This is an optimization exercise on Yosys and OpenROAD, whose aim is small area, a short achievable clock period and few clock cycles, not a production implementation. In this exercise RTL edits were held to simulation tests only and were not proved equivalent to the original. Power and IR drop assume default switching activity.

===== design/flow/flow/run.sh =====
#!/bin/bash
# Standard ORFS layout, with timing repair aimed below the design's clock
# period (the SDC and its clock period are unchanged).
set -euo pipefail
bash standard.sh SETUP_SLACK_MARGIN=6.3 finish > orfs_make.log 2>&1

===== design/flow/standard.sh =====
#!/bin/bash
# synth_recipe.tcl (not shown) runs the flow's synth.tcl, then flattens the netlist and writes it again
# the make line also repeats each setting of config.mk as NAME=value (left out here)
make -C /OpenROAD-flow-scripts/flow DESIGN_CONFIG=/design/flow/config.mk WORK_HOME=/design/flow/orfs CLKGATE_MAP_FILE= SYNTH_SCRIPT=/design/flow/synth_recipe.tcl "${@:-finish}"

===== design/flow/design.v =====
module alu(
    input  wire logic [31:0] in1_i,
    input  wire logic [31:0] in2_i,
    input  wire logic [2:0]  op_i,       
    input  wire logic        sub_i,      
    input  wire logic        arith_i,    
    output      logic [31:0] sum_o,      
    output      logic        eq_o,
    output      logic        lt_o,
    output      logic        ltu_o,
    output      logic [31:0] out_o
    );
    logic [33:0] addsub;
    logic [31:0] x;
    logic [31:0] sr, sl, rin;
    logic [32:0] srx;
    always_comb begin
        addsub = {1'b0, in1_i, 1'b1} + {1'b0, in2_i ^ {32{sub_i}}, sub_i};
        sum_o  = addsub[32:1];
        x      = in1_i ^ in2_i;
        eq_o   = ~|x;
        ltu_o  = ~addsub[33];
        lt_o   = (in1_i[31] ^ in2_i[31]) ? in1_i[31] : addsub[32];
        for (int i = 0; i < 32; i++) rin[i] = (op_i[2]) ? in1_i[i] : in1_i[31-i];
        srx = $signed({arith_i & op_i[2] & in1_i[31], rin}) >>> in2_i[4:0];
        sr  = srx[31:0];
        for (int i = 0; i < 32; i++) sl[i] = sr[31-i];
        case (op_i)
            3'b000: out_o = sum_o;
            3'b001: out_o = sl;
            3'b010: out_o = {31'd0, lt_o};
            3'b011: out_o = {31'd0, ltu_o};
            3'b100: out_o = x;
            3'b101: out_o = sr;
            3'b110: out_o = in1_i | in2_i;
            default: out_o = in1_i & in2_i;
        endcase
    end
endmodule
module register_file(
    input  wire logic        clk,
    input  wire logic [31:0] in_i,
    input  wire logic [4:0]  in_sel_i,
    input  wire logic        in_en_i,
    input  wire logic [4:0]  out_sel_i,
    output      logic [31:0] out_o
    );
    logic [31:0] regs[31:1];
    always_ff @(posedge clk) begin
        for (int i = 1; i < 32; i++)
            if (in_en_i && in_sel_i == i[4:0])
                regs[i] <= in_i;
    end
    always_comb begin
        out_o = 32'd0;
        for (int i = 1; i < 32; i++)
            out_o = out_o | (regs[i] & {32{out_sel_i == i[4:0]}});
    end
endmodule
module decoder(
    input  wire logic [31:0] instr_i,
    output      logic        is_op_o,        
    output      logic        is_upper_o,     
    output      logic        is_lui_o,
    output      logic        is_jal_o,
    output      logic        is_jalr_o,
    output      logic        is_branch_o,
    output      logic        is_mem_o,       
    output      logic        is_store_o,
    output      logic        use_rs2_o,      
    output      logic        wr_rd_o,        
    output      logic [31:0] imm_o,          
    output      logic [31:0] timm_o          
    );
    logic [4:0] op;
    always_comb begin
        op = instr_i[6:2];
        is_op_o     = ~op[4] &  op[2] & ~op[0];
        is_upper_o  = ~op[4] &  op[2] &  op[0];
        is_lui_o    = ~op[4] &  op[3];
        is_jal_o    =  op[4] &  op[1];
        is_jalr_o   =  op[4] & ~op[1] & op[0];
        is_branch_o =  op[4] & ~op[0];
        is_mem_o    = ~op[4] & ~op[2] & ~op[0];
        is_store_o  =  op[3];           
        use_rs2_o   =  op[3] & (op[2] | (op[4] & ~op[0]));
        wr_rd_o     = (op[4] & op[0]) | (~op[4] & op[2]);
        imm_o = {{21{instr_i[31]}}, instr_i[30:25], (~op[4] & ~op[2] & op[3]) ? instr_i[11:7] : instr_i[24:20]};
        if (~op[4])
            timm_o = {instr_i[31:12], 12'd0};
        else if (op[1])
            timm_o = {{12{instr_i[31]}}, instr_i[19:12], instr_i[20], instr_i[30:21], 1'b0};
        else
            timm_o = {{20{instr_i[31]}}, instr_i[7], instr_i[30:25], instr_i[11:8], 1'b0};
    end
endmodule
module processor(
    input wire logic       clk,
    input wire logic       reset_i,
    output      logic        sel_o,
    output      logic [31:0] addr_o,
    output      logic        we_o,
    output      logic [3:0]  wr_mask_o,
    input  wire logic [31:0] data_in_i,
    output      logic [31:0] data_out_o,
    input  wire logic        ack_i
    );
    typedef enum logic [1:0] {
        FETCH,       
        RD,          
        EX,          
        MEM          
    } state_t;
    state_t      state;
    logic [31:0] ir;
    logic [31:2] pc;             
    logic [31:0] op_a;
    logic [31:0] op_b;
    logic        b_fix;          
    logic [2:0]  x_op;
    logic        x_sub;
    logic        x_arith;
    logic [31:2] x_tsum;         
    logic [4:0]  ld_rd;
    logic [2:0]  ld_f3;
    logic        w_en;
    logic [4:0]  w_rd;
    logic [31:0] w_val;
    logic        is_op, is_upper, is_lui, is_jal, is_jalr, is_branch;
    logic        is_mem, is_store, use_rs2, wr_rd;
    logic [31:0] imm, timm;
    decoder decoder(
        .instr_i(ir),
        .is_op_o(is_op),
        .is_upper_o(is_upper),
        .is_lui_o(is_lui),
        .is_jal_o(is_jal),
        .is_jalr_o(is_jalr),
        .is_branch_o(is_branch),
        .is_mem_o(is_mem),
        .is_store_o(is_store),
        .use_rs2_o(use_rs2),
        .wr_rd_o(wr_rd),
        .imm_o(imm),
        .timm_o(timm)
    );
    logic [2:0]  f3;
    logic [4:0]  rd, rs1, rs2, in_rs2;
    assign f3     = ir[14:12];
    assign rd     = ir[11:7];
    assign rs1    = ir[19:15];
    assign rs2    = ir[24:20];
    assign in_rs2 = data_in_i[24:20];
    logic [31:0] rf_out;
    register_file register_file(
        .clk(clk),
        .in_i(w_val),
        .in_sel_i(w_rd),
        .in_en_i(w_en),
        .out_sel_i(state == RD ? rs1 : in_rs2),
        .out_o(rf_out)
    );
    logic [31:0] src1, src2;
    assign src1 = (w_en && w_rd == rs1) ? w_val : rf_out;
    assign src2 = b_fix ? w_val : op_b;
    logic [31:0] alu_sum, alu_out;
    logic        alu_eq, alu_lt, alu_ltu;
    alu alu(
        .in1_i(op_a),
        .in2_i(op_b),
        .op_i(x_op),
        .sub_i(x_sub),
        .arith_i(x_arith),
        .sum_o(alu_sum),
        .eq_o(alu_eq),
        .lt_o(alu_lt),
        .ltu_o(alu_ltu),
        .out_o(alu_out)
    );
    logic [31:0] tsum;
    logic        cond, taken;
    logic [31:0] wb_x;
    logic [31:0] ld_val;
    logic [31:2] inc_in, inc;
    logic [3:0]  st_mask;
    always_comb begin
        tsum = ({pc, 2'b00} & {32{~(is_upper & is_lui)}}) + timm;
        case (f3[2:1])
            2'b00:   cond = alu_eq;
            2'b10:   cond = alu_lt;
            default: cond = alu_ltu;
        endcase
        taken = (is_branch & (cond ^ f3[0])) | is_jal | is_jalr;
        if (is_jal | is_jalr)
            wb_x = addr_o;               
        else if (is_upper)
            wb_x = {x_tsum, 2'b00};
        else
            wb_x = alu_out;
        case (ld_f3[1:0])
            2'b00: begin
                case (addr_o[1:0])
                    2'b00: ld_val[7:0] = data_in_i[7:0];
                    2'b01: ld_val[7:0] = data_in_i[15:8];
                    2'b10: ld_val[7:0] = data_in_i[23:16];
                    default: ld_val[7:0] = data_in_i[31:24];
                endcase
                ld_val[31:8] = {24{~ld_f3[2] & ld_val[7]}};
            end
            2'b01: begin
                ld_val[15:0] = addr_o[1] ? data_in_i[31:16] : data_in_i[15:0];
                ld_val[31:16] = {16{~ld_f3[2] & ld_val[15]}};
            end
            default: ld_val = data_in_i;
        endcase
        inc_in = (state == MEM) ? pc : addr_o[31:2];
        inc    = inc_in + 30'd1;
        case (f3[1:0])
            2'b00:   st_mask = 4'b0001 << alu_sum[1:0];
            2'b01:   st_mask = alu_sum[1] ? 4'b1100 : 4'b0011;
            default: st_mask = 4'b1111;
        endcase
    end
    always_ff @(posedge clk) begin
        w_en  <= 1'b0;
        w_rd  <= rd;
        w_val <= wb_x;
        case (state)
            FETCH: begin
                sel_o <= 1'b1;
                if (sel_o && ack_i) begin
                    ir     <= data_in_i;
                    pc     <= addr_o[31:2];
                    op_b   <= rf_out;
                    b_fix  <= 1'b0;
                    addr_o <= {inc, 2'b00};
                    state  <= RD;
                end
            end
            RD: begin
                op_a    <= src1;
                op_b    <= use_rs2 ? src2 : imm;
                x_op    <= is_op ? f3 : 3'b000;
                x_sub   <= (is_op & ((f3 == 3'b000 & ir[30] & ir[5]) | (f3[2:1] == 2'b01))) | is_branch;
                x_arith <= ir[30];
                x_tsum  <= tsum[31:2];
                case (f3[1:0])
                    2'b00:   data_out_o <= {4{src2[7:0]}};
                    2'b01:   data_out_o <= {2{src2[15:0]}};
                    default: data_out_o <= src2;
                endcase
                state <= EX;
            end
            EX: begin
                w_en <= wr_rd & (rd != 5'd0);
                if (ack_i) begin
                    ir     <= data_in_i;
                    pc     <= addr_o[31:2];
                    op_b   <= rf_out;
                    b_fix  <= wr_rd & (rd != 5'd0) & (rd == in_rs2);
                    ld_rd  <= rd;
                    ld_f3  <= f3;
                    if (taken) begin
                        addr_o <= is_jalr ? {alu_sum[31:1], 1'b0} : {x_tsum, 2'b00};
                        state  <= FETCH;
                    end else if (is_mem) begin
                        addr_o    <= alu_sum;
                        we_o      <= is_store;
                        wr_mask_o <= st_mask;
                        state     <= MEM;
                    end else begin
                        addr_o <= {inc, 2'b00};
                        state  <= RD;
                    end
                end
            end
            default: begin   
                w_rd  <= ld_rd;
                w_val <= ld_val;
                if (ack_i) begin
                    w_en   <= ~we_o & (ld_rd != 5'd0);
                    b_fix  <= ~we_o & (ld_rd != 5'd0) & (ld_rd == rs2);
                    we_o   <= 1'b0;
                    addr_o <= {inc, 2'b00};
                    state  <= RD;
                end
            end
        endcase
        if (reset_i) begin
            state  <= FETCH;
            sel_o  <= 1'b0;
            addr_o <= 32'd0;
            we_o   <= 1'b0;
            w_en   <= 1'b0;
        end
    end
endmodule

===== design/flow/constraint.sdc =====
create_clock -name core_clock -period 10.0 [get_ports {clk}]
set_input_delay 2.0000 -clock core_clock [delete_from_list [all_inputs] [get_ports {clk}]]
set_output_delay 2.0000 -clock core_clock [all_outputs]
set_load 0.01 [all_outputs]

===== design/flow/config.mk =====
export PLATFORM = sky130hd
export DESIGN_NAME = processor
export DESIGN_NICKNAME = processor
export VERILOG_FILES = /design/flow/design.v
export SDC_FILE = /design/flow/constraint.sdc
export NUM_CORES = 4
export LEC_CHECK = 0
export CAP_MARGIN = 20
export CORE_MARGIN = 2
export CORE_UTILIZATION = 40
export SLEW_MARGIN = 20

==> reports/qor.txt, run 1 <==
Status: no timing/DRC/antenna violations
Part of the cycle the worst path needs: 0.430
CTS Sinks: 1270
Clock power share: 0.332
Final Critical Period: 4.30 ns
Sw Share: 0.314
Area leader, netlist: edfxtp_1
Kind of critical path: reg -> reg
Sequential area share after synthesis: 0.651
Peak VDD IR: 0.163 mV
Most frequent cells after synthesis: edfxtp_1, a22oi_1, nor2_1
Worst Tran Pin Value: 1.39 ns
Max Fclk: 233 MHz
Clock slew at reported path FFs: 0.06 ns
CP max FO: 5
DR DRC count: 0
Reg power frac: 0.436
Critical path launch point type: flop
Synth Instances: 4350
Clock latency (worst-skew pair): 0.81 ns
Synth top area share: 0.625
WL met2: 115 mm
Sw Pwr: 4680 uW
H-tree Lvls: 4
Worst slew margin: 0.0756
GRT Total Usage: 0.337
Worst hold path depth: 2
Netlist cell types: 89
Total negative slack: 0 ns
Root Buffer Master: clkbuf_16
TritonCTS clock tree: built
Synth area leaders: edfxtp_1, a22oi_1, ha_1
Metal-1 WL: 90.1 mm
Utilization after layout: 0.520
Ys flop type: edfxtp_1
First-pass GRT wire length: 343 mm
Core ar.: 0.143 mm^2
Routability cong.: 0.999
Combinational power share: 0.233
Synth warn: 5
Final instance area: 0.0744 mm^2
Worst Path Required: 10.66 ns
Tightest Hold Check Type: reg -> reg
Final Max Slew Viols: 0
Via density: 6.65
Synth Net Count: 4516
DR top layer: met5
Total gr overflow: 0
Number of buffers created by CTS: 133
Largest net degree at the start of global routing: 93
Max cap viols: 0
Routed WL: 259 mm
Seq cells post-synth: 1270
Iteration-0 DRC Markers: 8404
Layout area overhead: 29.5%
Layout cell share with drive strength beyond 1: 0.286
Asr flop ratio synth: 0
P_leak: 0.0254 uW
Vias: 45437
Fin. Hold Viols: 0
CP endpoint kind: flop
Die area: 0.147 mm^2
Post-Synthesis Mean Instance Area: 13.2 um^2
Rows: 139
I/O Pins: 105
Die Y: 383 um
Initial antenna violation count: 10
WL met3: 31.6 mm
Cell area after synthesis: 0.0575 mm^2
CTS Buffer Depth: 3
P_int: 10200 uW
R2R depth: 18
HPWL after DPL: 138 mm
Count of input and output buffers: 104
Wire length per cell: 37.9 um
P per Cell Area: 201 mW/mm^2
Die Wd: 383 um
Power Total: 14900 uW
Antenna viol nets, final: 0
RSZ-0062 raised after global routing: true
Clk_skew: 0.0482 ns
Pre-antenna DRT Iters: 7
Count leader, synth: edfxtp_1
Nets: 4989
Crit path DAT: 4.96 ns
# setup viols final: 0
Starting density of the core: 0.401
Vias in the first global route: 42061
Number of flops mapped to enable cells by yosys: 1196
Area after DPL: 0.0617 mm^2
## worst max-delay path, cell delays in order, from the launching register on
cell      delay [ns]
edfxtp_1        0.40
buf_6           0.16
buf_12          0.15
buf_6           0.11
xor2_1          0.13
ha_2            0.42
nor2b_2         0.26
o31ai_4         0.09
a211oi_4        0.33
o21ai_4         0.13
a21oi_4         0.30
o211ai_4        0.15
a221oi_4        0.32
buf_4           0.16
buf_6           0.10
buf_4           0.10
nand4b_2        0.27
and3_1          0.29
o31a_1          0.29
## cell usage in the layout (no fill, tap or decap), types with 52 or more instances in the layout
| master | count |
|---|---|
| clkbuf_16 | 144 |
| a221oi_2 | 60 |
| xor2_1 | 52 |
| o21ai_0 | 190 |
| edfxtp_1 | 1196 |
| buf_12 | 81 |
| nor2_4 | 74 |
| a21oi_1 | 173 |
| nand3_1 | 113 |
| inv_1 | 112 |
| nor2_1 | 178 |
| a221oi_1 | 53 |
| a22oi_2 | 53 |
| a22o_1 | 82 |
| dlygate4sd2_1 | 57 |
| a22oi_1 | 241 |
| nand2_1 | 251 |
| buf_4 | 271 |
| buf_6 | 73 |
| ha_1 | 106 |
| mux2i_1 | 62 |
| xnor2_1 | 53 |
| nand4_1 | 56 |
## area by class of cell
type	instances	area (um^2)
Fill cell	11761	68800
Clock buffer	169	3550
Sequential cell	1270	37500
Timing Repair inverter	1	5.00
Tap cell	1903	2380
Timing Repair Buffer	591	7050
Clock inverter	67	718
Antenna cell	1	2.50
Inverter	127	505
Multi-Input combinational cell	2699	22700
## sequential cells by signal, summed over array words and instances, names as in the netlist, 32 cells and up
| register | count |
|---|---|
| op_a | 32 |
| data_out_o | 32 |
| op_b | 32 |
| addr_o | 32 |
| register_file.regs | 992 |
| w_val | 32 |
## power groups by stage
stage          logic, uW  clock network, uW  registers (uW)
2_1_floorplan       1430                  0            6470
3_3_place_gp        2470                  0            6570
3_5_place_dp        2470                  0            6580
4_1_cts             3020               4920            6470
5_1_grt             3580               5140            6500
6_report            3470               4950            6500
## layer usage
layer	vias up	GRT usage
met5	-	0
li1	18113	-
met4	16	0.243
met3	827	0.0811
met2	3661	0.515
met1	22820	0.420
## path summary, 6_finish.rpt
| check | startpoint | to | slack (ns) |
|---|---|---|---|
| max | x_sub | addr_o[28] | 5.70 |
| min | addr_o[18] | addr_o[18] | 0.49 |
| max reg2reg | x_sub | addr_o[28] | 5.70 |
| min reg2reg | addr_o[18] | addr_o[18] | 0.49 |
## kinds of logic after synthesis
group	count (synthesis)	synth area share
AOI/OAI and AO/OA	1291	0.158
xor gates and xnor gates	135	0.0206
adders and majority gates	131	0.0287
buffers and inverters	387	0.0259
DFF	1270	0.651
muxes	161	0.0366
and+or+nand+nor	975	0.0798
## through the flow
step | setup WS [ns] | std cells | hold slack, ns
6_report | 5.70 | 6828 | 0.490
5_1_grt | 5.58 | 6828 | 0.512
4_1_cts | 5.72 | 6711 | 0.490
3_5_place_dp | 3.86 | 6224 | 0.511
3_3_place_gp | 3.94 | 6224 | 0.508
2_1_floorplan | 5.67 | 4350 | 0.424
## timing repair
| item | CTS | global route |
|---|---|---|
| cloned | 42 | 11 |
| hold buffers | 0 | 0 |
| setup buffers | 209 | 105 |
| pin swaps | 236 | 257 |
| resized for setup | 743 | 282 |
| endpoints found under the hold margin | 0 | 0 |
| setup endpoints to repair | 200 | 178 |
Testbench counts, summed over its fixed seeds: cycles 107,048.
==> run 2, diff against run 1 <==
--- a/design/flow/design.v
+++ b/design/flow/design.v
@@ -2,7 +2,7 @@
     input  wire logic [31:0] in1_i,
     input  wire logic [31:0] in2_i,
     input  wire logic [2:0]  op_i,       
-    input  wire logic        sub_i,      
+    input  wire logic        cin_i,      
     input  wire logic        arith_i,    
     output      logic [31:0] sum_o,      
     output      logic        eq_o,
@@ -10,17 +10,17 @@
     output      logic        ltu_o,
     output      logic [31:0] out_o
     );
-    logic [33:0] addsub;
+    logic [32:0] addc;
     logic [31:0] x;
     logic [31:0] sr, sl, rin;
     logic [32:0] srx;
     always_comb begin
-        addsub = {1'b0, in1_i, 1'b1} + {1'b0, in2_i ^ {32{sub_i}}, sub_i};
-        sum_o  = addsub[32:1];
-        x      = in1_i ^ in2_i;
-        eq_o   = ~|x;
-        ltu_o  = ~addsub[33];
-        lt_o   = (in1_i[31] ^ in2_i[31]) ? in1_i[31] : addsub[32];
+        addc  = {in1_i, 1'b1} + {in2_i, cin_i};
+        sum_o = addc[32:1];
+        x     = in1_i ^ in2_i;
+        eq_o  = ~|x;
+        ltu_o = in1_i < in2_i;
+        lt_o  = ltu_o ^ in1_i[31] ^ in2_i[31];
         for (int i = 0; i < 32; i++) rin[i] = (op_i[2]) ? in1_i[i] : in1_i[31-i];
         srx = $signed({arith_i & op_i[2] & in1_i[31], rin}) >>> in2_i[4:0];
         sr  = srx[31:0];
@@ -163,13 +163,15 @@
     logic [31:0] src1, src2;
     assign src1 = (w_en && w_rd == rs1) ? w_val : rf_out;
     assign src2 = b_fix ? w_val : op_b;
+    logic        is_sub;
+    assign is_sub = is_op & (f3 == 3'b000) & ir[30] & ir[5];
     logic [31:0] alu_sum, alu_out;
     logic        alu_eq, alu_lt, alu_ltu;
     alu alu(
         .in1_i(op_a),
         .in2_i(op_b),
         .op_i(x_op),
-        .sub_i(x_sub),
+        .cin_i(x_sub),
         .arith_i(x_arith),
         .sum_o(alu_sum),
         .eq_o(alu_eq),
@@ -225,6 +227,10 @@
         w_en  <= 1'b0;
         w_rd  <= rd;
         w_val <= wb_x;
+        x_op    <= is_op ? f3 : 3'b000;
+        x_sub   <= is_sub;
+        x_arith <= ir[30];
+        x_tsum  <= tsum[31:2];
         case (state)
             FETCH: begin
                 sel_o <= 1'b1;
@@ -239,11 +245,7 @@
             end
             RD: begin
                 op_a    <= src1;
-                op_b    <= use_rs2 ? src2 : imm;
-                x_op    <= is_op ? f3 : 3'b000;
-                x_sub   <= (is_op & ((f3 == 3'b000 & ir[30] & ir[5]) | (f3[2:1] == 2'b01))) | is_branch;
-                x_arith <= ir[30];
-                x_tsum  <= tsum[31:2];
+                op_b    <= use_rs2 ? (is_sub ? ~src2 : src2) : imm;
                 case (f3[1:0])
                     2'b00:   data_out_o <= {4{src2[7:0]}};
                     2'b01:   data_out_o <= {2{src2[15:0]}};
==> design/flow/flow/run.sh (replaced) <==
#!/bin/bash
# Standard ORFS layout, with timing repair aimed below the design's clock
# period (the SDC and its clock period are unchanged) and held to the worst
# endpoint.
set -euo pipefail
bash standard.sh SETUP_SLACK_MARGIN=6.5 TNS_END_PERCENT=0 finish > orfs_make.log 2>&1
==> run 2 against run 1 <==
Synthesized cell count fell by 0.55%; maximum frequency up 6.1%; synthesized area rose by 0.55%; core utilization decreased by 3.4 points; combinational power is 9.8% lower; non-clock buffer count fell by 166; count of clock-buffer cells in the layout decreased by 6; hold slack gained 0.00078 ns; still clean on timing, DRC and antenna; sequential power rose by 5.8%; first-iteration DRC count down 11%; final cell count down 3.0%; sequential share of layout area is 2.9 points higher.
==> reports/qor.txt, run 2 <==
CP endpoint kind: flop (unchanged)
Dpl cells: 6187 (was 6224)
Fin. Hold Viols: 0 (unchanged)
CTS Sinks: 1270 (unchanged)
H-tree Lvls: 4 (unchanged)
Total negative slack: 0 ns (unchanged)
# setup viols final: 0 (unchanged)
Clock slew at reported path FFs: 0.06 ns (about the same)
First-pass GRT wire length: 334 mm (was 343 mm)
Number of buffers created by CTS: 133 (unchanged)
Count leader, synth: edfxtp_1 (unchanged)
DR DRC count: 0 (unchanged)
Most frequent cells after synthesis: edfxtp_1, a22oi_1, nand2_1 (was edfxtp_1, a22oi_1, nor2_1)
Filler cells: 12339 (was 11761)
Peak VDD IR: 0.147 mV (was 0.163 mV)
Max Fclk: 247 MHz (was 233 MHz)
I/O Pins: 105 (unchanged)
Worst Path Required: 10.59 ns (was 10.66 ns)
Core ar.: 0.143 mm^2 (about the same)
P per Cell Area: 214 mW/mm^2 (was 201 mW/mm^2)
Routability cong.: 1.02 (was 0.999)
# diodes: 0 (was 1)
Hold Path End: addr_o[18] (unchanged)
Seq cells post-synth: 1270 (unchanged)
Max cap viols: 0 (unchanged)
Synth top area share: 0.604 (was 0.625)
Count of input and output buffers: 104 (unchanged)
Critical path launch point type: primary input (was flop)
Reg with most FFs: register_file.regs (unchanged)
Tightest Hold Check Type: reg -> reg (unchanged)
Synth area leaders: edfxtp_1, dfxtp_1, a22oi_1 (was edfxtp_1, a22oi_1, ha_1)
RSZ-0062 raised after global routing: true (unchanged)
Clock latency (worst-skew pair): 0.82 ns (was 0.81 ns)
HPWL after DPL: 137 mm (was 138 mm)
Wire length per cell: 37.2 um (was 37.9 um)
Layout area overhead: 20.7% (was 29.5%)
Most common cell after layout, fill and taps aside: edfxtp_1 (unchanged)
Ys flop type: edfxtp_1 (unchanged)
HP Start: addr_o[18] (unchanged)
Crit path DAT: 4.64 ns (was 4.96 ns)
CTS Buffer Depth: 3 (unchanged)
R2R depth: 12 (was 18)
Commonest cells after routing, fill and taps aside: edfxtp_1, a22oi_1, nand2_1 (was edfxtp_1, buf_4, nand2_1)
Final non-filler cell total: 6620 (was 6828)
Iteration-0 DRC Markers: 7506 (was 8404)
Vias: 44224 (was 45437)
Part of the cycle the worst path needs: 0.405 (was 0.430)
Worst hold path depth: 2 (unchanged)
Asr flop ratio synth: 0 (unchanged)
Area leader, netlist: edfxtp_1 (unchanged)
CP max FO: 4 (was 5)
Max reg flops: 992 (unchanged)
Kind of critical path: in -> reg (was reg -> reg)
Sequential area share after synthesis: 0.641 (was 0.651)
Pre-antenna DRT Iters: 6 (was 7)
Routed WL: 246 mm (was 259 mm)
Vias in the first global route: 41243 (was 42061)
Rows: 139 (unchanged)
Nets: 4784 (was 4989)
TritonCTS clock tree: built (unchanged)
Synth Net Count: 4493 (was 4516)
Final Critical Period: 4.05 ns (was 4.30 ns)
Die Wd: 384 um (was 383 um)
Root Buffer Master: clkbuf_16 (unchanged)
CTS Hold Bufs: 0 (unchanged)
Worst r2r dst: w_val[19] (was addr_o[28])
Final Max Slew Viols: 0 (unchanged)
FF-to-FF Start: op_b[4] (was x_sub)
Worst slew margin: 0.121 (was 0.0756)
Total gr overflow: 0 (unchanged)
Status: no timing/DRC/antenna violations (unchanged)
Netlist cell types: 93 (was 89)
Crit-path cells: dlygate4sd2_1 -> nor2b_1 -> a21o_1 -> a21oi_1 -> or2_2 -> o31ai_1 -> buf_4 -> a31oi_1 -> buf_6 -> a222oi_1 (was buf_6 -> buf_12 -> buf_6 -> xor2_1 -> ha_2 -> nor2b_2 -> o31ai_4 -> a211oi_4 -> o21ai_4 -> a21oi_4 -> o211ai_4 -> a221oi_4 -> buf_4 -> buf_6 -> buf_4 -> nand4b_2 -> and3_1 -> o31a_1)
Starting density of the core: 0.403 (was 0.401)
Synth warn: 5 (unchanged)
Clk_skew: 0.0655 ns (was 0.0482 ns)
GRT Total Usage: 0.327 (was 0.337)
Cell area after synthesis: 0.0578 mm^2 (was 0.0575 mm^2)
Die Y: 384 um (was 383 um)
Antenna viol nets, final: 0 (unchanged)
Slowest-stage cell, CP: a222oi_1 (was ha_2)
Worst R2R Setup Slack: 5.96 ns (was 5.70 ns)
Largest net degree at the start of global routing: 89 (was 93)
Post-Synthesis Mean Instance Area: 13.4 um^2 (was 13.2 um^2)
P_leak: 0.0235 uW (was 0.0254 uW)
Die area: 0.147 mm^2 (about the same)
Initial antenna violation count: 10 (unchanged)
Synth Instances: 4326 (was 4350)
Worst Tran Pin Value: 1.32 ns (was 1.39 ns)
CP max stage delay: 0.88 ns (was 0.42 ns)
Number of flops mapped to enable cells by yosys: 1161 (was 1196)
Layout cell share with drive strength beyond 1: 0.203 (was 0.286)
Via density: 6.68 (was 6.65)
## run 2: changes by cell type after synthesis, moves of 25 or more
cell      delta
o21ai_0     -69
nor2_1      -55
a21oi_1     -43
a22oi_1     -36
dfxtp_1     +35
edfxtp_1    -35
a221oi_1    +34
nand2_1     -30
a22o_1      +25
## run 2: repair_timing
| action | CTS | global route |
|---|---|---|
| endpoints found under the setup margin | 286 | 274 |
| setup buffers | 160 | 13 |
| pin swaps | 89 | 20 |
| gates cloned | 24 | 1 |
| resized for setup | 413 | 30 |
## run 2: worst max-delay path, delay by kind of cell
family / cells / cell delay, ns
buffers and inverters: 3 / 0.69
AND/OR/NAND/NOR: 2 / 0.51
AO/OA/AOI/OAI: 5 / 1.45
## run 2: where the power goes
group          leakage, uW  switching [uW]  internal, uW
combinational      0.00991            2030          1100
clock              0.00205            2200          2680
sequential          0.0115             461          6420
## run 2: worst max path at each step
stage                              from          to  slack, ns
after global routing              ir[6]  x_tsum[30]       6.03
after CTS                 data_in_i[23]     op_a[2]       6.20
after detailed placement  data_in_i[24]    op_a[27]       3.84
final                     data_in_i[15]   w_val[19]       5.95
after global placement    data_in_i[24]    op_a[21]       3.98
after floorplan           data_in_i[20]     op_a[9]       5.66
## run 2: cell type report
class / instances / area [um^2] / share of cell area
repair buffers: 425 / 4670 / 0.0670
clock buffers: 163 / 3500 / 0.0502
clock inverters: 72 / 732 / 0.0105
inverters: 129 / 519 / 0.00745
flip-flops and latches: 1270 / 37100 / 0.533
multi-input cells: 2658 / 20800 / 0.298
well taps: 1903 / 2380 / 0.0342
## run 2: logic make-up (layout without fill, tap and decap cells)
| group | after synthesis | after routing | synth area share |
|---|---|---|---|
| compound gates | 1279 | 1279 | 0.162 |
| flops | 1270 | 1270 | 0.641 |
| xor+xnor | 134 | 134 | 0.0203 |
| simple gates | 913 | 916 | 0.0768 |
| buf+inv | 402 | 789 | 0.0272 |
| mux | 196 | 197 | 0.0438 |
| fa+ha+maj | 132 | 132 | 0.0289 |
## run 2: routing by layer
| layer | share of wire | GRT usage |
|---|---|---|
| met4 | 0.079 | 0.213 |
| met5 | 0.00031 | 0 |
| met3 | 0.12 | 0.0714 |
| met1 | 0.36 | 0.422 |
| met2 | 0.44 | 0.498 |
## run 2: through the flow
| step | util | hold slack [ns] | power (uW) | cell area (um^2) | setup WS (ns) |
|---|---|---|---|---|---|
| floorplan | - | 0.370 | 8280 | 57900 | 5.66 |
| global placement | 0.430 | 0.486 | 9570 | 61600 | 3.98 |
| detailed placement | 0.430 | 0.501 | 9590 | 61600 | 3.84 |
| CTS | 0.484 | 0.480 | 14700 | 69400 | 6.20 |
| global route | 0.486 | 0.506 | 15200 | 69700 | 6.03 |
| finish | 0.486 | 0.490 | 14900 | 69700 | 5.95 |
Testbench counts of run 2, summed over its fixed seeds: cycles 107,048.
==> run 3, diff against run 2 <==
--- a/design/flow/design.v
+++ b/design/flow/design.v
@@ -4,6 +4,7 @@
     input  wire logic [2:0]  op_i,       
     input  wire logic        cin_i,      
     input  wire logic        arith_i,    
+    input  wire logic [4:0]  shamt_i,    
     output      logic [31:0] sum_o,      
     output      logic        eq_o,
     output      logic        lt_o,
@@ -22,7 +23,7 @@
         ltu_o = in1_i < in2_i;
         lt_o  = ltu_o ^ in1_i[31] ^ in2_i[31];
         for (int i = 0; i < 32; i++) rin[i] = (op_i[2]) ? in1_i[i] : in1_i[31-i];
-        srx = $signed({arith_i & op_i[2] & in1_i[31], rin}) >>> in2_i[4:0];
+        srx = $signed({arith_i & op_i[2] & in1_i[31], rin}) >>> shamt_i;
         sr  = srx[31:0];
         for (int i = 0; i < 32; i++) sl[i] = sr[31-i];
         case (op_i)
@@ -116,6 +117,7 @@
     logic [31:2] pc;             
     logic [31:0] op_a;
     logic [31:0] op_b;
+    logic [4:0]  shamt;          
     logic        b_fix;          
     logic [2:0]  x_op;
     logic        x_sub;
@@ -173,6 +175,7 @@
         .op_i(x_op),
         .cin_i(x_sub),
         .arith_i(x_arith),
+        .shamt_i(shamt),
         .sum_o(alu_sum),
         .eq_o(alu_eq),
         .lt_o(alu_lt),
@@ -246,6 +249,7 @@
             RD: begin
                 op_a    <= src1;
                 op_b    <= use_rs2 ? (is_sub ? ~src2 : src2) : imm;
+                shamt   <= use_rs2 ? src2[4:0] : imm[4:0];
                 case (f3[1:0])
                     2'b00:   data_out_o <= {4{src2[7:0]}};
                     2'b01:   data_out_o <= {2{src2[15:0]}};
==> design/flow/flow/run.sh (replaced) <==
#!/bin/bash
# Standard ORFS layout (the standard.sh) with these changes, all within
# the design's SDC and clock period:
#  - timing repair aimed below the clock period, held to the worst endpoint;
#  - port buffers start as buf_2 (repair may resize them);
#  - clock tree built from clkbuf_4/clkbuf_8, without dummy loads.
set -euo pipefail
bash standard.sh \
  SETUP_SLACK_MARGIN=6.5 \
  TNS_END_PERCENT=0 \
  "BUFFER_PORTS_ARGS=-buffer_cell sky130_fd_sc_hd__buf_2" \
  "CTS_ARGS=-sink_clustering_enable -repair_clock_nets -dont_use_dummy_load -buf_list {sky130_fd_sc_hd__clkbuf_4 sky130_fd_sc_hd__clkbuf_8}" \
  finish > orfs_make.log 2>&1
==> run 3 against run 2 <==
Combinational power is about 10% lower; global-route usage is 2.3 points lower; sequential share of layout area is 3.0 points higher; final cell count is 1.6% lower; synthesized cell count is 0.44% higher; synthesized area is 0.12% lower; die area is 0.12% lower; flip-flop and latch count is 5 higher; clock power is 25% lower; sequential power hardly changed; hold slack worse by 0.027 ns; count of clock-buffer cells in the layout is 42 higher; largest power group unchanged; highest routed layer unchanged.
==> reports/qor.txt, run 3 <==
Status: no timing/DRC/antenna violations (unchanged)
Critical path launch point type: primary input (unchanged)
Sw Pwr: 4210 uW (was 4690 uW)
P_int: 9180 uW (was 10200 uW)
Most common cell after layout, fill and taps aside: edfxtp_1 (unchanged)
Antenna viol nets, final: 0 (unchanged)
Sw Share: 0.314 (was 0.315)
Slowest-stage cell, CP: or4_4 (was a222oi_1)
I/O Pins: 105 (unchanged)
Total negative slack: 0 ns (unchanged)
Crit-path cells: clkbuf_4 -> inv_1 -> o32a_1 -> or2_4 -> nor2_4 -> buf_8 -> a222oi_1 -> nand3_1 -> or4_4 -> mux2_2 (was dlygate4sd2_1 -> nor2b_1 -> a21o_1 -> a21oi_1 -> or2_2 -> o31ai_1 -> buf_4 -> a31oi_1 -> buf_6 -> a222oi_1)
CTS Sinks: 1275 (was 1270)
H-tree Lvls: 4 (unchanged)
Largest net degree at the start of global routing: 80 (was 89)
CP max FO: 32 (was 4)
Layout area overhead: 14.7% (was 20.7%)
HP Start: x_tsum[11] (was addr_o[18])
DR DRC count: 0 (unchanged)
Asr flop ratio synth: 0 (unchanged)
Synth Instances: 4345 (was 4326)
TritonCTS clock tree: built (unchanged)
FF-to-FF Start: op_a[0] (was op_b[4])
CTS Buffer Depth: 3 (unchanged)
Max reg flops: 992 (unchanged)
Hold Path End: addr_o[11] (was addr_o[18])
Sequential area share after synthesis: 0.645 (was 0.641)
Clock slew at reported path FFs: 0.05 ns (was 0.06 ns)
Number of flops mapped to enable cells by yosys: 1166 (was 1161)
Synth Net Count: 4512 (was 4493)
Part of the cycle the worst path needs: 0.396 (was 0.405)
Starting density of the core: 0.403 (about the same)
Worst r2r dst: w_val[25] (was w_val[19])
Kind of critical path: in -> reg (unchanged)
Combinational power share: 0.210 (about the same)
Worst Tran Pin Value: 1.12 ns (was 1.32 ns)
RSZ-0062 raised after global routing: true (unchanged)
HPWL after DPL: 134 mm (was 137 mm)
Vias in the first global route: 40112 (was 41243)
Clock latency (worst-skew pair): 0.97 ns (was 0.82 ns)
Tightest Hold Check Type: reg -> reg (unchanged)
Nets: 4775 (was 4784)
Layout cell share with drive strength beyond 1: 0.200 (was 0.203)
Rows: 139 (unchanged)
Final instance area: 0.0662 mm^2 (was 0.0697 mm^2)
Final Critical Period: 3.96 ns (was 4.05 ns)
CP max stage delay: 0.60 ns (was 0.88 ns)
Number of buffers created by CTS: 205 (was 133)
Ys flop type: edfxtp_1 (unchanged)
Netlist cell types: 93 (unchanged)
Peak VDD IR: 0.146 mV (was 0.147 mV)
Most frequent cells after synthesis: edfxtp_1, a22oi_1, nor2_1 (was edfxtp_1, a22oi_1, nand2_1)
Iteration-0 DRC Markers: 6421 (was 7506)
CTS Hold Bufs: 0 (unchanged)
First-pass GRT wire length: 315 mm (was 334 mm)
Initial antenna violation count: 9 (was 10)
Area leader, netlist: edfxtp_1 (unchanged)
Worst slew margin: 0.254 (was 0.121)
CP endpoint kind: flop (unchanged)
Commonest cells after routing, fill and taps aside: edfxtp_1, a22oi_1, nor2_1 (was edfxtp_1, a22oi_1, nand2_1)
Filler cells: 12752 (was 12339)
Routed WL: 230 mm (was 246 mm)
Final Max Slew Viols: 0 (unchanged)
Reg with most FFs: register_file.regs (unchanged)
Die Wd: 384 um (about the same)
# setup viols final: 0 (unchanged)
Clk_skew: 0.115 ns (was 0.0655 ns)
Post-Synthesis Mean Instance Area: 13.3 um^2 (was 13.4 um^2)
Seq cells post-synth: 1275 (was 1270)
Area after DPL: 0.0610 mm^2 (was 0.0616 mm^2)
GRT Total Usage: 0.304 (was 0.327)
P per Cell Area: 202 mW/mm^2 (was 214 mW/mm^2)
Max cap viols: 0 (unchanged)
Cell area after synthesis: 0.0577 mm^2 (was 0.0578 mm^2)
Reg power frac: 0.515 (was 0.462)
Synth warn: 5 (unchanged)
Crit path DAT: 4.61 ns (was 4.64 ns)
Synth area leaders: edfxtp_1, a22oi_1, dfxtp_1 (was edfxtp_1, dfxtp_1, a22oi_1)
Routability cong.: 1.00 (was 1.02)
Via density: 6.53 (was 6.68)
Core ar.: 0.143 mm^2 (about the same)
Clock power share: 0.275 (was 0.328)
Synth top area share: 0.607 (was 0.604)
Count of input and output buffers: 104 (unchanged)
Wire length per cell: 35.2 um (was 37.2 um)
Pre-antenna DRT Iters: 6 (unchanged)
Worst Path Required: 10.65 ns (was 10.59 ns)
Count leader, synth: edfxtp_1 (unchanged)
Die Y: 384 um (about the same)
Max Fclk: 253 MHz (was 247 MHz)
R2R depth: 12 (unchanged)
Worst R2R Setup Slack: 6.04 ns (was 5.96 ns)
Fin. Hold Viols: 0 (unchanged)
P_leak: 0.0223 uW (was 0.0235 uW)
Worst hold path depth: 2 (unchanged)
Root Buffer Master: clkbuf_8 (was clkbuf_16)
Total gr overflow: 0 (unchanged)
Power Total: 13400 uW (was 14900 uW)
Die area: 0.147 mm^2 (about the same)
Vias: 42553 (was 44224)
[run 3: per-stage QoR]
stage / instances / hold slack, ns / setup WS, ns / utilization
2_1_floorplan: 4345 / 0.362 / 5.77 / -
3_3_place_gp: 6193 / 0.452 / 4.51 / 0.425
3_5_place_dp: 6196 / 0.457 / 4.51 / 0.426
4_1_cts: 6486 / 0.463 / 6.17 / 0.458
5_1_grt: 6511 / 0.474 / 6.04 / 0.462
6_report: 6514 / 0.463 / 6.04 / 0.462
[run 3: metal layers]
metal	track usage	wire length, um
met1	0.399	86500
met2	0.475	104000
met3	0.0625	24500
met4	0.163	14300
met5	0	55
[run 3: worst max path at each step]
stage	from	end	cells after the start
finish	data_in_i[20]	op_a[22]	10
global route	data_in_i[20]	op_a[16]	11
CTS	data_in_i[22]	op_a[23]	12
detailed placement	data_in_i[22]	op_a[22]	9
global placement	data_in_i[22]	op_a[22]	9
floorplan	data_in_i[23]	op_a[17]	9
[run 3: what timing repair did]
item | in CTS | in global routing
buffers inserted | 77 | 21
pin swaps | 39 | 39
gates resized for setup | 180 | 81
endpoints found under the setup margin | 203 | 188
cloned | 8 | 1
hold endpoints to repair | 0 | 0
[run 3: cells by family after synthesis]
family                     after synthesis  synth area share
and+or+nand+nor                        925            0.0767
muxes                                  206            0.0450
DFF                                   1275             0.645
xor gates and xnor gates               144            0.0219
adders and majority gates              132            0.0289
buffers and inverters                  420            0.0289
AOI/OAI and AO/OA                     1243             0.154
[run 3: power groups by stage]
stage	Combinational [uW]	Clock, uW	Sequential (uW)
2_1_floorplan	1330	0	6880
3_3_place_gp	2410	0	6990
3_5_place_dp	2430	0	7000
4_1_cts	2660	3700	6870
5_1_grt	2910	3900	6910
6_report	2810	3680	6900
[run 3: worst max-delay path: cells and delay by family]
| kind | cells | cell delay, ns |
|---|---|---|
| buffers and inverters | 3 | 0.48 |
| multiplexers | 1 | 0.29 |
| AO/OA/AOI/OAI | 2 | 0.77 |
| AND/OR/NAND/NOR | 4 | 1.01 |
[run 3: cell type report]
class,instances,area (um^2),share of cell area
repair buffers,329,2860,0.0432
flip-flops and latches,1275,37200,0.562
multi-input cells,2653,20300,0.307
inverters,144,542,0.00819
diodes,5,12.5,0.000189
clock buffers,205,2820,0.0426
well taps,1903,2380,0.0360
Testbench counts of run 3, summed over its fixed seeds: cycles 107,048.
==> run 4, diff against run 3 <==
--- a/design/flow/design.v
+++ b/design/flow/design.v
@@ -1,8 +1,9 @@
 module alu(
     input  wire logic [31:0] in1_i,
     input  wire logic [31:0] in2_i,
-    input  wire logic [2:0]  op_i,       
+    input  wire logic [7:0]  sel_i,      
     input  wire logic        cin_i,      
+    input  wire logic        right_i,    
     input  wire logic        arith_i,    
     input  wire logic [4:0]  shamt_i,    
     output      logic [31:0] sum_o,      
@@ -22,20 +23,17 @@
         eq_o  = ~|x;
         ltu_o = in1_i < in2_i;
         lt_o  = ltu_o ^ in1_i[31] ^ in2_i[31];
-        for (int i = 0; i < 32; i++) rin[i] = (op_i[2]) ? in1_i[i] : in1_i[31-i];
-        srx = $signed({arith_i & op_i[2] & in1_i[31], rin}) >>> shamt_i;
+        for (int i = 0; i < 32; i++) rin[i] = right_i ? in1_i[i] : in1_i[31-i];
+        srx = $signed({arith_i & in1_i[31], rin}) >>> shamt_i;
         sr  = srx[31:0];
         for (int i = 0; i < 32; i++) sl[i] = sr[31-i];
-        case (op_i)
-            3'b000: out_o = sum_o;
-            3'b001: out_o = sl;
-            3'b010: out_o = {31'd0, lt_o};
-            3'b011: out_o = {31'd0, ltu_o};
-            3'b100: out_o = x;
-            3'b101: out_o = sr;
-            3'b110: out_o = in1_i | in2_i;
-            default: out_o = in1_i & in2_i;
-        endcase
+        out_o = ({32{sel_i[0]}} & sum_o)
+              | ({32{sel_i[1]}} & sl)
+              | {31'd0, (sel_i[2] & lt_o) | (sel_i[3] & ltu_o)}
+              | ({32{sel_i[4]}} & x)
+              | ({32{sel_i[5]}} & sr)
+              | ({32{sel_i[6]}} & (in1_i | in2_i))
+              | ({32{sel_i[7]}} & (in1_i & in2_i));
     end
 endmodule
 module register_file(
@@ -119,8 +117,11 @@
     logic [31:0] op_b;
     logic [4:0]  shamt;          
     logic        b_fix;          
-    logic [2:0]  x_op;
+    logic [7:0]  x_sel;          
+    logic        x_link;         
+    logic        x_upper;        
     logic        x_sub;
+    logic        x_right;
     logic        x_arith;
     logic [31:2] x_tsum;         
     logic [4:0]  ld_rd;
@@ -172,8 +173,9 @@
     alu alu(
         .in1_i(op_a),
         .in2_i(op_b),
-        .op_i(x_op),
+        .sel_i(x_sel),
         .cin_i(x_sub),
+        .right_i(x_right),
         .arith_i(x_arith),
         .shamt_i(shamt),
         .sum_o(alu_sum),
@@ -196,12 +198,9 @@
             default: cond = alu_ltu;
         endcase
         taken = (is_branch & (cond ^ f3[0])) | is_jal | is_jalr;
-        if (is_jal | is_jalr)
-            wb_x = addr_o;               
-        else if (is_upper)
-            wb_x = {x_tsum, 2'b00};
-        else
-            wb_x = alu_out;
+        wb_x = alu_out
+             | ({32{x_link}} & addr_o)
+             | ({32{x_upper}} & {x_tsum, 2'b00});
         case (ld_f3[1:0])
             2'b00: begin
                 case (addr_o[1:0])
@@ -230,9 +229,13 @@
         w_en  <= 1'b0;
         w_rd  <= rd;
         w_val <= wb_x;
-        x_op    <= is_op ? f3 : 3'b000;
+        for (int i = 0; i < 8; i++)
+            x_sel[i] <= is_op & (f3 == i[2:0]);
+        x_link  <= is_jal | is_jalr;
+        x_upper <= is_upper;
         x_sub   <= is_sub;
-        x_arith <= ir[30];
+        x_right <= f3[2];
+        x_arith <= f3[2] & ir[30];
         x_tsum  <= tsum[31:2];
         case (state)
             FETCH: begin
==> run 4 against run 3 <==
Sequential share of layout area fell by 0.16 points; first-iteration DRC count rose by 10%; register-to-register slack improved by 0.18 ns; clock power fell by 2%; total power fell by 5.1%; wire length rose by 2.1%; count of clock-buffer cells in the layout fell by 4; critical path depth rose by 2; hold slack improved by 0.064 ns; synthesized cell count fell by 2.0%; global-route usage rose by 0.81 points; final area rose by 0.73%.
==> reports/qor.txt, run 4 <==
TritonCTS clock tree: built (unchanged)
Vias: 42613 (was 42553)
Die area: 0.146 mm^2 (was 0.147 mm^2)
Netlist cell types: 86 (was 93)
Layout area overhead: 16.2% (was 14.7%)
Synth Instances: 4256 (was 4345)
Clock slew at reported path FFs: 0.06 ns (was 0.05 ns)
Synth Net Count: 4423 (was 4512)
Final Max Slew Viols: 0 (unchanged)
Rows: 138 (was 139)
Status: no timing/DRC/antenna violations (unchanged)
CP max FO: 16 (was 32)
Pre-antenna DRT Iters: 9 (was 6)
Via density: 6.59 (was 6.53)
Reg with most FFs: register_file.regs (unchanged)
RSZ-0062 raised after global routing: true (unchanged)
Vias in the first global route: 39852 (was 40112)
Wire length per cell: 36.2 um (was 35.2 um)
Layout cell share with drive strength beyond 1: 0.211 (was 0.200)
# setup viols final: 0 (unchanged)
Synth top area share: 0.610 (was 0.607)
Worst Path Required: 10.60 ns (was 10.65 ns)
Clock latency (worst-skew pair): 0.93 ns (was 0.97 ns)
Synth warn: 5 (unchanged)
Total negative slack: 0 ns (unchanged)
HPWL after DPL: 134 mm (about the same)
Largest net degree at the start of global routing: 79 (was 80)
Number of flops mapped to enable cells by yosys: 1166 (unchanged)
Count leader, synth: edfxtp_1 (unchanged)
Most common cell after layout, fill and taps aside: edfxtp_1 (unchanged)
Initial antenna violation count: 13 (was 9)
Commonest cells after routing, fill and taps aside: edfxtp_1, a22oi_1, nor2_1 (unchanged)
Most frequent cells after synthesis: edfxtp_1, a22oi_1, nor2_1 (unchanged)
CP endpoint kind: flop (unchanged)
CTS Buffer Depth: 3 (unchanged)
Kind of critical path: in -> reg (unchanged)
Core ar.: 0.142 mm^2 (was 0.143 mm^2)
I/O Pins: 105 (unchanged)
Iteration-0 DRC Markers: 7095 (was 6421)
Fin. Hold Viols: 0 (unchanged)
Routability cong.: 1.02 (was 1.00)
Max Fclk: 262 MHz (was 253 MHz)
Synth area leaders: edfxtp_1, a22oi_1, dfxtp_1 (unchanged)
Final Critical Period: 3.81 ns (was 3.96 ns)
Final instance area: 0.0667 mm^2 (was 0.0662 mm^2)
CTS Sinks: 1283 (was 1275)
Sequential area share after synthesis: 0.651 (was 0.645)
P_leak: 0.0227 uW (was 0.0223 uW)
Asr flop ratio synth: 0 (unchanged)
Part of the cycle the worst path needs: 0.381 (was 0.396)
Peak VDD IR: 0.152 mV (was 0.146 mV)
CTS Hold Bufs: 0 (unchanged)
GRT Total Usage: 0.312 (was 0.304)
Count of input and output buffers: 104 (unchanged)
Seq cells post-synth: 1283 (was 1275)
Post-Synthesis Mean Instance Area: 13.5 um^2 (was 13.3 um^2)
Total gr overflow: 0 (unchanged)
Max reg flops: 992 (unchanged)
Worst slew margin: 0.209 (was 0.254)
H-tree Lvls: 4 (unchanged)
Critical path launch point type: primary input (unchanged)
Cell area after synthesis: 0.0574 mm^2 (was 0.0577 mm^2)
Die Y: 383 um (was 384 um)
Antenna viol nets, final: 0 (unchanged)
Area leader, netlist: edfxtp_1 (unchanged)
P per Cell Area: 191 mW/mm^2 (was 202 mW/mm^2)
Die Wd: 383 um (was 384 um)
Nets: 4746 (was 4775)
First-pass GRT wire length: 319 mm (was 315 mm)
Worst Tran Pin Value: 1.18 ns (was 1.12 ns)
Area after DPL: 0.0606 mm^2 (was 0.0610 mm^2)
DR DRC count: 0 (unchanged)
Starting density of the core: 0.404 (was 0.403)
Root Buffer Master: clkbuf_8 (unchanged)
Max cap viols: 0 (unchanged)
Ys flop type: edfxtp_1 (unchanged)
Crit path DAT: 4.41 ns (was 4.61 ns)
Routed WL: 234 mm (was 230 mm)
Number of buffers created by CTS: 201 (was 205)
Tightest Hold Check Type: reg -> reg (unchanged)
Clk_skew: 0.126 ns (was 0.115 ns)
==> run 4: cell count changes after synthesis, sizes merged, moves of 16 or more <==
| cell | previous run | this run |
|---|---|---|
| o21a | 17 | 65 |
| o21ai | 161 | 118 |
| clkbuf | 216 | 181 |
| buf | 60 | 91 |
| nor3 | 41 | 65 |
| nand2 | 214 | 193 |
| mux2i | 97 | 77 |
| o211ai | 28 | 46 |
| o221ai | 18 | 1 |
| nor2 | 290 | 274 |
| o2111ai | 4 | 20 |
| xnor2 | 97 | 81 |
==> run 4: metal layers <==
| metal | wire length, um | track usage | vias to the layer above |
|---|---|---|---|
| met1 | 83300 | 0.389 | 21348 |
| li1 | - | - | 17313 |
| met2 | 107000 | 0.491 | 3191 |
| met3 | 26700 | 0.0725 | 747 |
| met5 | 107 | 0 | - |
| met4 | 17700 | 0.197 | 14 |
==> run 4: timing repair <==
action,in CTS,in global routing
gates cloned,13,1
endpoints found under the setup margin,195,177
buffers inserted,116,34
pin swaps,50,28
gates resized for setup,243,56
hold endpoints to repair,0,0
==> run 4: worst paths after layout <==
kind	startpoint	endpoint	slack [ns]	cells past startpoint
worst max-delay path	data_in_i[21]	op_a[1]	6.19	12
worst min-delay path	addr_o[6]	pc[6]	0.53	0
worst max register to register	op_a[0]	w_val[27]	6.22	10
worst min register to register	addr_o[6]	pc[6]	0.53	0
==> run 4: report_power, final <==
group | leakage, uW | total [uW] | internal, uW | switching, uW
clock | 0.00145 | 3610 | 1760 | 1860
combinational | 0.00940 | 2560 | 916 | 1640
sequential | 0.0118 | 6530 | 6200 | 332
total | 0.0227 | 12700 | 8870 | 3830
==> run 4: worst max-delay path, stage by stage <==
cell	delay [ns]
buf_6	0.13
nand2_1	0.07
nor2_1	0.05
a31oi_4	0.19
buf_12	0.18
nor3_2	0.07
buf_6	0.19
a22o_4	0.30
a221oi_2	0.24
nand3_1	0.12
or4_4	0.55
mux2_2	0.28
==> run 4: area by class of cell <==
cell class	count	area, um^2
diodes	2	5.00
well taps	1890	2360
clock buffers	201	2770
flip-flops and latches	1283	37400
fillers	12447	75300
inverters	138	529
repair buffers	391	3770
multi-input cells	2564	19800
==> run 4: cell families (layout without fill, tap and decap cells) <==
| group | Yosys count | in the layout | synth area share |
|---|---|---|---|
| AOI/OAI and AO/OA | 1242 | 1242 | 0.157 |
| xor gates and xnor gates | 127 | 127 | 0.0194 |
| adders and majority gates | 132 | 132 | 0.0291 |
| buffers and inverters | 410 | 730 | 0.0294 |
| DFF | 1283 | 1283 | 0.651 |
| muxes | 172 | 172 | 0.0388 |
| other | 0 | 2 | 0 |
| and+or+nand+nor | 890 | 891 | 0.0750 |
==> run 4: per-stage QoR <==
step                       util  total power (uW)  hold WS, ns  instances  worst slack (ns)
final                     0.470             12700        0.527       6469              6.19
after global routing      0.470             13000        0.514       6468              6.17
after CTS                 0.465             12500        0.514       6432              6.35
after detailed placement  0.427              8750        0.518       6102              4.48
after global placement    0.427              8730        0.506       6102              4.45
after floorplan               -              7780        0.424       4256              5.69
Testbench counts of run 4, summed over its fixed seeds: cycles 107,048.
==> run 5, diff against run 4 <==
--- a/design/flow/flow/run.sh
+++ b/design/flow/flow/run.sh
@@ -6,7 +6,7 @@
 #  - clock tree built from clkbuf_4/clkbuf_8, without dummy loads.
 set -euo pipefail
 bash standard.sh \
-  SETUP_SLACK_MARGIN=6.5 \
+  SETUP_SLACK_MARGIN=6.8 \
   TNS_END_PERCENT=0 \
   "BUFFER_PORTS_ARGS=-buffer_cell sky130_fd_sc_hd__buf_2" \
   "CTS_ARGS=-sink_clustering_enable -repair_clock_nets -dont_use_dummy_load -buf_list {sky130_fd_sc_hd__clkbuf_4 sky130_fd_sc_hd__clkbuf_8}" \
==> run 5 against run 4 <==
Still clean; combinational power barely moved; critical path depth unchanged; synthesized cell count did not move; final cell count stayed put; via count unchanged; synthesized area is the same; sequential power hardly changed; clock power about the same; setup slack unchanged; non-clock buffer count stayed put; largest cell class unchanged; largest power group unchanged.
==> reports/qor.txt, run 5 <==
Area leader, netlist: edfxtp_1 (unchanged)
Worst slew margin: 0.209 (unchanged)
Vias: 42613 (unchanged)
Sw Pwr: 3830 uW (unchanged)
Commonest cells after routing, fill and taps aside: edfxtp_1, a22oi_1, nor2_1 (unchanged)
CTS Sinks: 1283 (unchanged)
Root Buffer Master: clkbuf_8 (unchanged)
Nets: 4746 (unchanged)
Routed WL: 234 mm (unchanged)
Clock latency (worst-skew pair): 0.93 ns (about the same)
RSZ-0062 raised after global routing: true (unchanged)
Setup WS pre-CTS: 4.48 ns (unchanged)
Status: no timing/DRC/antenna violations (unchanged)
Part of the cycle the worst path needs: 0.381 (unchanged)
Layout cell share with drive strength beyond 1: 0.211 (unchanged)
TritonCTS clock tree: built (unchanged)
Post-synthesis compound-gate area fraction: 0.157 (unchanged)
Synth top area share: 0.610 (unchanged)
Crit path DAT: 4.41 ns (about the same)
First-pass GRT wire length: 319 mm (unchanged)
Die area: 0.146 mm^2 (unchanged)
Most frequent cells after synthesis: edfxtp_1, a22oi_1, nor2_1 (unchanged)
Vias in the first global route: 39852 (unchanged)
Sw Share: 0.302 (unchanged)
CTS Buffer Depth: 3 (unchanged)
Antenna viol nets, final: 0 (unchanged)
Seq cells post-synth: 1283 (unchanged)
Number of flops mapped to enable cells by yosys: 1166 (unchanged)
Initial antenna violation count: 13 (unchanged)
Mux cell area share after synthesis: 0.0388 (unchanged)
Critical path launch point type: primary input (unchanged)
Synth Area in Adders: 0.0290 (unchanged)
Max reg flops: 992 (unchanged)
Peak VDD IR: 0.152 mV (unchanged)
Synth Net Count: 4423 (unchanged)
Rows: 138 (unchanged)
Max Fclk: 262 MHz (unchanged)
DR DRC count: 0 (unchanged)
CP endpoint kind: flop (unchanged)
Reg power frac: 0.514 (about the same)
Die Wd: 383 um (unchanged)
Largest family of logic cells by synthesized area: compound AO/OA/AOI/OAI gates (unchanged)
Layout area overhead: 16.2% (unchanged)
GRT Total Usage: 0.312 (unchanged)
Synth warn: 5 (unchanged)
HPWL after DPL: 134 mm (unchanged)
Clock power share: 0.284 (about the same)
Die Y: 383 um (unchanged)
Core ar.: 0.142 mm^2 (unchanged)
Total negative slack: 0 ns (unchanged)
Netlist cell types: 86 (unchanged)
Post-route setup slack: 6.19 ns (unchanged)
# setup viols final: 0 (unchanged)
Count of input and output buffers: 104 (unchanged)
Synth area leaders: edfxtp_1, a22oi_1, dfxtp_1 (unchanged)
Reg with most FFs: register_file.regs (unchanged)
Worst Path Required: 10.60 ns (about the same)
Final Max Slew Viols: 0 (unchanged)
Simple-gate share of the synthesized area: 0.0750 (unchanged)
Iteration-0 DRC Markers: 7095 (unchanged)
Pre-antenna DRT Iters: 9 (unchanged)
Routability cong.: 1.02 (unchanged)
Dpl cells: 6102 (unchanged)
Asr flop ratio synth: 0 (unchanged)
Worst Tran Pin Value: 1.18 ns (unchanged)
Max cap viols: 0 (unchanged)
Starting density of the core: 0.404 (unchanged)
Tightest Hold Check Type: reg -> reg (unchanged)
Count leader, synth: edfxtp_1 (unchanged)
Power Total: 12700 uW (unchanged)
CTS Hold Bufs: 0 (unchanged)
Ys flop type: edfxtp_1 (unchanged)
CP max FO: 16 (unchanged)
Wire length per cell: 36.2 um (unchanged)
Largest net degree at the start of global routing: 79 (unchanged)
Fin. Hold Viols: 0 (unchanged)
Most common cell after layout, fill and taps aside: edfxtp_1 (unchanged)
Final non-filler cell total: 6469 (unchanged)
Synth Instances: 4256 (unchanged)
Clk_skew: 0.126 ns (unchanged)
Synth Area in XOR/XNOR: 0.0194 (unchanged)
Sequential area share after synthesis: 0.651 (unchanged)
H-tree Lvls: 4 (unchanged)
Number of buffers created by CTS: 201 (unchanged)
Post-Synthesis Mean Instance Area: 13.5 um^2 (unchanged)
Via density: 6.59 (unchanged)
Kind of critical path: in -> reg (unchanged)
Total gr overflow: 0 (unchanged)
Combinational power share: 0.201 (about the same)
I/O Pins: 105 (unchanged)
P per Cell Area: 191 mW/mm^2 (unchanged)
Final Critical Period: 3.81 ns (unchanged)
P_int: 8870 uW (unchanged)
P_leak: 0.0227 uW (unchanged)
Clock slew at reported path FFs: 0.06 ns (about the same)
Cell area after synthesis: 0.0574 mm^2 (unchanged)
[run 5: cell counts in the layout (fill, tap and decap cells not counted)]
No cell type changed its count.
[run 5: final timing paths]
check                startpoint   endpoint  slack (ns)  cells after the start
setup / recovery  data_in_i[21]    op_a[1]        6.19                     12
hold / removal        addr_o[6]      pc[6]        0.53                      0
setup reg to reg        op_a[0]  w_val[27]        6.22                     10
hold reg to reg       addr_o[6]      pc[6]        0.53                      0
[run 5: metrics by stage]
stage | hold WS, ns | util | area (um^2)
detailed placement | 0.518 | 0.427 | 60600
global route | 0.514 | 0.470 | 66700
floorplan | 0.424 | - | 57500
finish | 0.527 | 0.470 | 66700
CTS | 0.514 | 0.465 | 66100
global placement | 0.506 | 0.427 | 60600
[run 5: cell families after synthesis]
logic type	Yosys count
AO/OA/AOI/OAI	1242
XOR/XNOR	127
adder cells (fa/ha/maj)	132
buffers and inverters	410
flip-flops	1283
multiplexers	172
AND/OR/NAND/NOR	890
[run 5: what timing repair did]
action,in CTS,in global routing
endpoints found under the setup margin,222,254
pin swaps,50,28
resized for setup,243,56
cloned,13,1
buffers inserted,116,34
[run 5: power by group through the flow]
stage	sequential (uW)	clock, uW	combinational (uW)
3_5_place_dp	6660	0	2090
5_1_grt	6530	3840	2660
2_1_floorplan	6500	0	1280
6_report	6530	3610	2560
4_1_cts	6510	3630	2400
3_3_place_gp	6650	0	2080
[run 5: area by class of cell]
type | instances | area, um^2
diodes | 2 | 5.00
flip-flops and latches | 1283 | 37400
repair buffers | 391 | 3770
multi-input cells | 2564 | 19800
clock buffers | 201 | 2770
well taps | 1890 | 2360
inverters | 138 | 529
fillers | 12447 | 75300
[run 5: worst max-delay path, stage by stage]
cell and delay [ns]:
buf_6 0.13, nand2_1 0.07, nor2_1 0.05, a31oi_4 0.19, buf_12 0.18, nor3_2 0.07, buf_6 0.19, a22o_4 0.30
a221oi_2 0.24, nand3_1 0.12, or4_4 0.55, mux2_2 0.28
[run 5: layer usage]
metal | global-route usage | vias to the layer above | part of all wire
met5 | 0 | - | 0.00046
met4 | 0.197 | 14 | 0.075
met3 | 0.0725 | 747 | 0.11
met2 | 0.491 | 3191 | 0.45
met1 | 0.389 | 21348 | 0.36
li1 | - | 17313 | -
==> run 6, diff against run 5 <==
==> design/flow/flow/run.sh (replaced) <==
#!/bin/bash
# Standard ORFS layout (the standard.sh) with these changes, all within
# the design's SDC and clock period:
#  - placement not routability-driven;
#  - timing repair aimed below the clock period, held to the worst endpoint;
#  - port buffers start as buf_2 (repair may resize them);
#  - clock tree built from clkbuf_4/clkbuf_8, without dummy loads.
set -euo pipefail
bash standard.sh \
  SETUP_SLACK_MARGIN=6.5 \
  TNS_END_PERCENT=0 \
  GPL_ROUTABILITY_DRIVEN=0 \
  "BUFFER_PORTS_ARGS=-buffer_cell sky130_fd_sc_hd__buf_2" \
  "CTS_ARGS=-sink_clustering_enable -repair_clock_nets -dont_use_dummy_load -buf_list {sky130_fd_sc_hd__clkbuf_4 sky130_fd_sc_hd__clkbuf_8}" \
  finish > orfs_make.log 2>&1
==> run 6 against run 5 <==
Critical path depth is the same; critical endpoint is now addr_o[9]; still clean; sequential share of layout area is 0.60 points higher; core utilization fell by 0.51 points; highest routed layer unchanged.
==> reports/qor.txt, run 6 <==
Max cap viols: 0 (unchanged)
Status: no timing/DRC/antenna violations (unchanged)
P_leak: 0.0223 uW (was 0.0227 uW)
Count leader, synth: edfxtp_1 (unchanged)
R2R depth: 12 (was 10)
Core ar.: 0.142 mm^2 (unchanged)
Ys flop type: edfxtp_1 (unchanged)
Layout cell share with drive strength beyond 1: 0.200 (was 0.211)
Synth top area share: 0.610 (unchanged)
Total gr overflow: 0 (unchanged)
Total negative slack: 0 ns (unchanged)
CP max FO: 13 (was 16)
Crit path DAT: 4.50 ns (was 4.41 ns)
DR DRC count: 0 (unchanged)
Part of the cycle the worst path needs: 0.384 (was 0.381)
Fin Hold WS: 0.537 ns (was 0.527 ns)
Count of input and output buffers: 104 (unchanged)
Sequential area share after synthesis: 0.651 (unchanged)
Area leader, netlist: edfxtp_1 (unchanged)
Filler cells: 12457 (was 12447)
Worst Tran Pin Value: 1.28 ns (was 1.18 ns)
Netlist cell types: 86 (unchanged)
Max reg flops: 992 (unchanged)
Via density: 6.56 (was 6.59)
Clock slew at reported path FFs: 0.06 ns (about the same)
Worst Path Buf+Inv: 3 (unchanged)
Top Family by Delay on Critical Path: compound AO/OA/AOI/OAI gates (was simple AND/OR/NAND/NOR gates)
Tightest Hold Check Type: reg -> reg (unchanged)
Root Buffer Master: clkbuf_8 (unchanged)
Commonest cells after routing, fill and taps aside: edfxtp_1, a22oi_1, nor2_1 (unchanged)
Starting density of the core: 0.404 (unchanged)
Synth area leaders: edfxtp_1, a22oi_1, dfxtp_1 (unchanged)
Synth Instances: 4256 (unchanged)
Number of flops mapped to enable cells by yosys: 1166 (unchanged)
Die Wd: 383 um (unchanged)
HPWL after DPL: 131 mm (was 134 mm)
CP endpoint kind: flop (unchanged)
Die area: 0.146 mm^2 (unchanged)
Most common cell after layout, fill and taps aside: edfxtp_1 (unchanged)
Worst setup endpoint: addr_o[9] (was op_a[1])
Vias in the first global route: 39676 (was 39852)
P per Cell Area: 192 mW/mm^2 (was 191 mW/mm^2)
Layout area overhead: 14.9% (was 16.2%)
Fin. Hold Viols: 0 (unchanged)
Max Fclk: 261 MHz (was 262 MHz)
Worst Path Required: 10.67 ns (was 10.60 ns)
Number of buffers created by CTS: 203 (was 201)
Worst r2r dst: addr_o[9] (was w_val[27])
Cell area after synthesis: 0.0574 mm^2 (unchanged)
Synth warn: 5 (unchanged)
Post-Synthesis Mean Instance Area: 13.5 um^2 (unchanged)
Antenna viol nets, final: 0 (unchanged)
CTS Buffer Depth: 3 (unchanged)
First-pass GRT wire length: 311 mm (was 319 mm)
Final Max Slew Viols: 0 (unchanged)
Crit-path cells: inv_2 -> ha_2 -> or4_4 -> o211a_1 -> o211ai_4 -> buf_12 -> a21o_2 -> a2111oi_2 -> or3_4 -> buf_4 -> a32oi_1 -> a211oi_2 (was buf_6 -> nand2_1 -> nor2_1 -> a31oi_4 -> buf_12 -> nor3_2 -> buf_6 -> a22o_4 -> a221oi_2 -> nand3_1 -> or4_4 -> mux2_2)
TritonCTS clock tree: built (unchanged)
CTS Sinks: 1283 (unchanged)
Peak VDD IR: 0.153 mV (was 0.152 mV)
H-tree Lvls: 4 (unchanged)
Seq cells post-synth: 1283 (unchanged)
Initial antenna violation count: 12 (was 13)
Wire length per cell: 35.7 um (was 36.2 um)
Synth Net Count: 4423 (unchanged)
RSZ-0062 raised after global routing: true (unchanged)
Vias: 42205 (was 42613)
Routed WL: 229 mm (was 234 mm)
Nets: 4708 (was 4746)
I/O Pins: 105 (unchanged)
# setup viols final: 0 (unchanged)
CP startpoint: op_b[4] (was data_in_i[21])
Worst slew margin: 0.150 (was 0.209)
Die Y: 383 um (unchanged)
Most frequent cells after synthesis: edfxtp_1, a22oi_1, nor2_1 (unchanged)
Rows: 138 (unchanged)
Clk_skew: 0.137 ns (was 0.126 ns)
GRT Total Usage: 0.303 (was 0.312)
Asr flop ratio synth: 0 (unchanged)
Final Critical Period: 3.84 ns (was 3.81 ns)
Iteration-0 DRC Markers: 6952 (was 7095)
Critical path launch point type: flop (was primary input)
FF-to-FF Start: op_b[4] (was op_a[0])
Largest net degree at the start of global routing: 83 (was 79)
Worst R2R Setup Slack: 6.16 ns (was 6.22 ns)
Kind of critical path: reg -> reg (was in -> reg)
Pre-antenna DRT Iters: 6 (was 9)
Count of cell instances traversed by the critical path: 12 (unchanged)
CP max stage delay: 0.56 ns (was 0.55 ns)
Reg with most FFs: register_file.regs (unchanged)
Slowest-stage cell, CP: or4_4 (unchanged)
Clock latency (worst-skew pair): 0.96 ns (was 0.93 ns)
## run 6: cell counts after synthesis
No cell type changed its count.
## run 6: metrics by stage
stage	util	instance area, um^2	power [uW]	instances	worst slack, ns
floorplan	-	57500	7780	4256	5.69
global placement	0.427	60600	8710	6101	4.48
detailed placement	0.427	60600	8730	6101	4.45
CTS	0.461	65400	12500	6408	6.31
global route	0.465	65900	13000	6430	6.20
finish	0.465	65900	12600	6432	6.16
## run 6: worst min-delay path by stage
stage	to	cells past startpoint	from
2_1_floorplan	ld_f3[1]	0	ir[13]
3_3_place_gp	addr_o[18]	2	x_tsum[18]
3_5_place_dp	addr_o[18]	2	x_tsum[18]
4_1_cts	addr_o[18]	2	x_tsum[18]
5_1_grt	pc[13]	0	addr_o[13]
6_report	pc[13]	0	addr_o[13]
## run 6: logic make-up after synthesis
kind of cell,synth area share
simple gates,0.0750
compound gates,0.157
xor+xnor,0.0194
fa+ha+maj,0.0291
flops,0.651
mux,0.0388
buf+inv,0.0294
## run 6: timing repair
action                                  CTS  global route
pin swaps                                32            26
gates resized for setup                 189            71
setup buffers                            94            17
endpoints found under the setup margin  199           183
gates cloned                             10             4
endpoints found under the hold margin     0             0
hold buffers                              0             0
## run 6: per-layer routing
| layer | share of wire | wire, um | vias up | GRT usage |
|---|---|---|---|---|
| li1 | - | - | 17220 | - |
| met1 | 0.36 | 81500 | 21043 | 0.379 |
| met2 | 0.46 | 105000 | 3224 | 0.480 |
| met3 | 0.11 | 26100 | 712 | 0.0683 |
| met4 | 0.074 | 17100 | 6 | 0.188 |
| met5 | 0.00017 | 40 | - | 0 |
## run 6: cell type report
type / instances / area, um^2 / share of cell area
sequential: 1283 / 37400 / 0.567
multi-input combinational: 2565 / 19600 / 0.297
timing repair buffer: 350 / 3270 / 0.0496
clock buffer: 203 / 2790 / 0.0424
tap: 1890 / 2360 / 0.0359
inverter: 138 / 526 / 0.00797
antenna: 3 / 7.51 / 0.000114
## run 6: report_power, final
part | internal, uW | switching (uW) | leakage [uW] | total [uW]
Clock | 1770 | 1870 | 0.00146 | 3640
Sequential | 6200 | 312 | 0.0118 | 6510
Combinational | 864 | 1610 | 0.00905 | 2480
Total | 8840 | 3790 | 0.0223 | 12600
